This design comes from an exercise in tuning for small area on the open sky130 flow, not from production work.
Function was checked by simulation only, so behaviour that the tests miss may differ from the original.
The flow treats the clock pin as an ideal source. Dropping or thinning the clock tree relies on that and would not hold on a real chip.
Power and IR drop assume default switching activity.

== run A ==
Design TrafficLight, start of the top module:
module TrafficLight(
rst, clk, timescale, add_hour, emergency, LCD_RS, LCD_RW, LCD_DATA, pedestrian, E_T, W_T, S_T, N_T
    );
Size in the first run: about 40 I/O pins.
==> flow/config.mk <==
export PLATFORM = sky130hd
export DESIGN_NAME = TrafficLight
export DESIGN_NICKNAME = TrafficLight
export VERILOG_FILES = /design/flow/design.v
export SDC_FILE = /design/flow/constraint.sdc
export NUM_CORES = 4
export LEC_CHECK = 0
export ABC_AREA = 1
export CAP_MARGIN = 20
export CORE_MARGIN = 2
export CORE_UTILIZATION = 40
export SLEW_MARGIN = 20
==> flow/constraint.sdc <==
create_clock -name core_clock -period 10.0 [get_ports {clk}]
set_input_delay 2.0000 -clock core_clock [delete_from_list [all_inputs] [get_ports {clk}]]
set_output_delay 2.0000 -clock core_clock [all_outputs]
set_load 0.01 [all_outputs]
standard.sh (not shown) runs the stock make flow with config.mk's settings and CLKGATE_MAP_FILE= SYNTH_SCRIPT=/design/flow/synth_recipe.tcl, a recipe that flattens the netlist after the stock synthesis.
==> flow/flow/run.sh <==
#!/bin/bash
# Own layout flow: the standard flow with these changes to cut cell area.
#  1. Synthesis (my_synth.tcl) is synth_recipe.tcl with a stronger area-only
#     ABC script (area.abc) and without adder extraction. Flip-flops are
#     mapped before ABC, so registers, their names and cells are unchanged;
#     this is checked against the standard flow's own synthesis, and if they differ the
#     flow falls back to the standard flow's synthesis.
#  2. Port buffers are buf_1 cells.
#  3. Clock tree built from small clock buffers, without dummy loads.
# Each step's full output goes to a log file in the work folder.
set -euo pipefail
W=$PWD
export MY_ABC_SCRIPT=$W/flow/area.abc
export BUFFER_PORTS_ARGS="-buffer_cell sky130_fd_sc_hd__buf_1"
export CTS_ARGS="-sink_clustering_enable -repair_clock_nets -buf_list {sky130_fd_sc_hd__clkbuf_4 sky130_fd_sc_hd__clkbuf_8} -sink_clustering_size 10 -sink_clustering_max_diameter 30 -dont_use_dummy_load"
RES=orfs/results/${FLOW_PLATFORM}/TrafficLight/base
REF=ref/results/${FLOW_PLATFORM}/TrafficLight/base
flops() { grep -oE "sky130_fd_sc_hd__(df|edf|sdf|dl)[a-z0-9_]+ +[^ ]+" "$1" | sed -E 's/_[0-9]+ / /' | sort; }
# The standard flow's own synthesis, for reference
sed -e "s#WORK_HOME=[^ ]*#WORK_HOME=$W/ref #" standard.sh > ref_synth.sh
bash ref_synth.sh synth > ref_synth.log 2>&1
# own synthesis
sed -e "s#SYNTH_SCRIPT=[^ ]*#SYNTH_SCRIPT=$W/flow/my_synth.tcl #" standard.sh > own_synth.sh
bash own_synth.sh synth > synth.log 2>&1
if ! diff <(flops $REF/1_2_yosys.v) <(flops $RES/1_2_yosys.v) > flops.diff; then
  echo "registers differ from bench's synthesis; using bench's synthesis" | tee -a synth.log
  rm -rf orfs
  bash standard.sh synth > synth_fallback.log 2>&1
fi
bash standard.sh > layout.log 2>&1
==> flow/flow/area.abc <==
strash
&get -n
&deepsyn -T 60
&nf -a -R 1000
&put
topo
Other scripts of this flow, unchanged in this note and not shown: flow/flow/my_synth.tcl
Run A finished every stage and its layout cleared the timing, design-rule and antenna checks.
The following lists how run B was set up differently from run A:
# run A
export LEC_CHECK = 0
export ABC_AREA = 1
export CAP_MARGIN = 20
export CORE_MARGIN = 2
export CORE_UTILIZATION = 40
export SLEW_MARGIN = 20
create_clock -name core_clock -period 10.0 [get_ports {clk}]
# run B
export LEC_CHECK = 0
export ABC_AREA = 1
export CAP_MARGIN = 20
export CORE_MARGIN = 2
export CORE_UTILIZATION = 60
export PLACE_DENSITY = 0.72
export SLEW_MARGIN = 20
create_clock -name core_clock -period 10.0 [get_ports {clk}]
--- a/flow/flow/run.sh
+++ b/flow/flow/run.sh
@@ -13,5 +13,5 @@
 export MY_ABC_SCRIPT=$W/flow/area.abc
 export BUFFER_PORTS_ARGS="-buffer_cell sky130_fd_sc_hd__buf_1"
-export CTS_ARGS="-sink_clustering_enable -repair_clock_nets -buf_list {sky130_fd_sc_hd__clkbuf_4 sky130_fd_sc_hd__clkbuf_8} -sink_clustering_size 10 -sink_clustering_max_diameter 30 -dont_use_dummy_load"
+export CTS_ARGS="-sink_clustering_enable -repair_clock_nets -buf_list {sky130_fd_sc_hd__clkbuf_8} -sink_clustering_size 20 -sink_clustering_max_diameter 60 -dont_use_dummy_load"
 RES=orfs/results/${FLOW_PLATFORM}/TrafficLight/base
 REF=ref/results/${FLOW_PLATFORM}/TrafficLight/base
==> flow/flow/area.abc <==
strash
&get -n
&deepsyn -T 60
&dch -f -r
&nf -a -R 1000 -E 10
&put
topo
Results
Sequential portion of the cell area: run B vs run A up 0.67 points
The proportion of final cell area spent on non-clock buffers on run A is in line with that on run B.
Looking at final cycle utilization of the critical path, run B sits 0.56 points below run A.
Run B ended with less post-synthesis xor/xnor area fraction than run A.
Utilization: run B higher than run A
Delta(area growth from synthesis to layout, run B - run A) < 0
Final critical path time including I/O delays and setup: run A and run B compared, lower one is run B
The worst setup slack number comes out lower for run A vs run B.
What run C does differently from run B at the input level:
--- a/flow/flow/run.sh
+++ b/flow/flow/run.sh
@@ -13,5 +13,5 @@
 export MY_ABC_SCRIPT=$W/flow/area.abc
 export BUFFER_PORTS_ARGS="-buffer_cell sky130_fd_sc_hd__buf_1"
-export CTS_ARGS="-sink_clustering_enable -repair_clock_nets -buf_list {sky130_fd_sc_hd__clkbuf_8} -sink_clustering_size 20 -sink_clustering_max_diameter 60 -dont_use_dummy_load"
+export CTS_ARGS="-sink_clustering_enable -repair_clock_nets -buf_list {sky130_fd_sc_hd__clkbuf_4 sky130_fd_sc_hd__clkbuf_8} -sink_clustering_size 10 -sink_clustering_max_diameter 30 -dont_use_dummy_load"
 RES=orfs/results/${FLOW_PLATFORM}/TrafficLight/base
 REF=ref/results/${FLOW_PLATFORM}/TrafficLight/base
--- outcome ---
Diff run B..run C | final area | unchanged. Comparing run C against run B, there is no change at all in share of the cycle needed by the critical path after routing. On number of I/O port buffers, run B and run C are basically level. Re cell count after synthesis: no difference whatsoever between run B and run C. Run C -> run B: power drawn by the combinational cells flat. Number of combinational gates with multiple inputs: run C vs run B identical. Between run B and run C, the share of the core filled with cells in the final layout figures differ only marginally. Flip-flop and latch count came out exactly the same in run B and run C.

* * *

== rev 12 ==
Starting RTL as in the previous note.
==> flow/config.mk <==
export PLATFORM = sky130hd
export DESIGN_NAME = TrafficLight
export DESIGN_NICKNAME = TrafficLight
export VERILOG_FILES = /design/flow/design.v
export SDC_FILE = /design/flow/constraint.sdc
export NUM_CORES = 4
export LEC_CHECK = 0
export ABC_AREA = 1
export CAP_MARGIN = 20
export CORE_MARGIN = 2
export CORE_UTILIZATION = 60
export PLACE_DENSITY = 0.72
export SLEW_MARGIN = 20
==> flow/constraint.sdc <==
create_clock -name core_clock -period 10.0 [get_ports {clk}]
set_input_delay 2.0000 -clock core_clock [delete_from_list [all_inputs] [get_ports {clk}]]
set_output_delay 2.0000 -clock core_clock [all_outputs]
set_load 0.01 [all_outputs]
==> flow/flow/run.sh <==
#!/bin/bash
# Own layout flow: the standard flow with these changes to cut cell area.
#  1. Synthesis (my_synth.tcl) is synth_recipe.tcl with six area-only ABC
#     scripts (area1-6.abc), keeping the smallest result, and without adder
#     extraction. Flip-flops are
#     mapped before ABC, so registers, their names and cells are unchanged;
#     this is checked against the standard flow's own synthesis, and if they differ the
#     flow falls back to the standard flow's synthesis.
#  2. Port buffers are buf_1 cells.
#  3. Clock tree: after CTS, the tree is replaced by four buffers fed from the
#     clock port, each driving one cluster of flip-flops (clock_fix.tcl), if
#     the estimated clock-pin slew stays well under the limit.
# Each step's full output goes to a log file in the work folder.
set -euo pipefail
W=$PWD
export MY_ABC_SCRIPTS="$W/flow/area1.abc $W/flow/area2.abc $W/flow/area3.abc $W/flow/area4.abc $W/flow/area5.abc $W/flow/area6.abc"
export BUFFER_PORTS_ARGS="-buffer_cell sky130_fd_sc_hd__buf_1"
export CTS_ARGS="-sink_clustering_enable -repair_clock_nets -buf_list {sky130_fd_sc_hd__clkbuf_4 sky130_fd_sc_hd__clkbuf_8} -sink_clustering_size 10 -sink_clustering_max_diameter 30 -dont_use_dummy_load"
RES=orfs/results/${FLOW_PLATFORM}/TrafficLight/base
REF=ref/results/${FLOW_PLATFORM}/TrafficLight/base
flops() { grep -oE "sky130_fd_sc_hd__(df|edf|sdf|dl)[a-z0-9_]+ +[^ ]+" "$1" | sed -E 's/_[0-9]+ / /' | sort; }
# The standard flow's own synthesis, for reference
sed -e "s#WORK_HOME=[^ ]*#WORK_HOME=$W/ref #" standard.sh > ref_synth.sh
bash ref_synth.sh synth > ref_synth.log 2>&1
# own synthesis
sed -e "s#SYNTH_SCRIPT=[^ ]*#SYNTH_SCRIPT=$W/flow/my_synth.tcl #" standard.sh > own_synth.sh
bash own_synth.sh synth > synth.log 2>&1
if ! diff <(flops $REF/1_2_yosys.v) <(flops $RES/1_2_yosys.v) > flops.diff; then
  echo "registers differ from bench's synthesis; using bench's synthesis" | tee -a synth.log
  rm -rf orfs
  bash standard.sh synth > synth_fallback.log 2>&1
fi
bash standard.sh cts > cts.log 2>&1
RES=$W/$RES LIB=$(ls $FLOW_HOME/platforms/$FLOW_PLATFORM/lib/sky130_fd_sc_hd__tt_025C_1v80.lib) \
  PLATFORM_DIR=$FLOW_HOME/platforms/$FLOW_PLATFORM FLOWDIR=$W/flow NB=4 BUF=sky130_fd_sc_hd__buf_12 MAX_SLEW_NS=0.110 \
  openroad -no_init -exit $W/flow/clock_fix.tcl > clock_fix.log 2>&1 || echo "clock_fix failed; keeping the CTS tree" >> clock_fix.log
bash standard.sh > layout.log 2>&1
==> flow/flow/area4.abc <==
strash
&get -n
&deepsyn -T 60
&dch -f -r
&nf -a -R 1000 -E 100
&put
topo
==> flow/flow/area5.abc <==
strash
&get -n
&deepsyn -T 60
&put
dch -f
map -a
topo
==> flow/flow/area6.abc <==
strash
&get -n
&deepsyn -T 60
&put
dch -f
amap
topo
Other scripts of this flow, unchanged in this note and not shown: flow/flow/area1.abc, flow/flow/area2.abc, flow/flow/area3.abc, flow/flow/clock_fix.tcl, flow/flow/clock_tree.tcl, flow/flow/my_synth.tcl
Here is what was changed in the inputs of rev 13 compared with rev 12.
--- a/flow/flow/run.sh
+++ b/flow/flow/run.sh
@@ -3,2 +3,2 @@
-#  1. Synthesis (my_synth.tcl) is synth_recipe.tcl with six area-only ABC
-#     scripts (area1-6.abc), keeping the smallest result, and without adder
+#  1. Synthesis (my_synth.tcl) is synth_recipe.tcl with three area-only ABC
+#     scripts (area1-3.abc), keeping the smallest result, and without adder
@@ -16 +16 @@
-export MY_ABC_SCRIPTS="$W/flow/area1.abc $W/flow/area2.abc $W/flow/area3.abc $W/flow/area4.abc $W/flow/area5.abc $W/flow/area6.abc"
+export MY_ABC_SCRIPTS="$W/flow/area1.abc $W/flow/area2.abc $W/flow/area3.abc"
removed: flow/flow/area4.abc
removed: flow/flow/area5.abc
removed: flow/flow/area6.abc
[summary]
Compared with rev 12, rev 13 degrades final instance area. After detailed routing, rev 12 needs more wire than rev 13. Diff rev 12 and rev 13: area growth from synthesis to layout lower in rev 13. Changes observed in rev 13 relative to rev 12: overall fraction of global-route tracks in use fell 0.42 points, inverter count of the layout excluding clock inverters shrank by 2, floorplan die height rose about 0.3%. Rev 13: worst setup slack higher than rev 12.
In every run of this note, the design's own scripts or RTL, not TritonCTS, make the clock network.

## static timing again, ports no longer ideal
The results above use ideal ports. As a check the final layouts listed here were re-extracted and re-timed, cells and wires unchanged.
Step 1 (the two cells are an assumption about what drives the block):
set clk [get_ports {clk}]
set_driving_cell -lib_cell sky130_fd_sc_hd__clkbuf_16 $clk
set_driving_cell -lib_cell sky130_fd_sc_hd__buf_2 [delete_from_list [all_inputs] $clk]
Step 2 times the ports against the registers' clock, not the clock port: input delays grow and output delays shrink by t, the midpoint of the rising clock arrivals with the driver on.
Three values: ideal ports, drivers, drivers and shift; two values: the first two.
run | t (ns) | slack for setup (ns) | worst register clock-pin slew, ns | worst slew at a driven data input, ns
run A | 0.376 | 5.194 / 5.162 / 5.538 | 0.08 / 0.08 | 0.04
run B | 0.377 | 5.250 / 5.218 / 5.595 | 0.09 / 0.09 | 0.03
run C | 0.377 | 5.250 / 5.218 / 5.595 | 0.09 / 0.09 | 0.03
rev 12 | 0.201 | 5.376 / 5.292 / 5.493 | 0.09 / 0.09 | 0.04
rev 13 | 0.203 | 5.474 / 5.391 / 5.594 | 0.09 / 0.09 | 0.03
After both steps setup and hold are still met in every run listed.
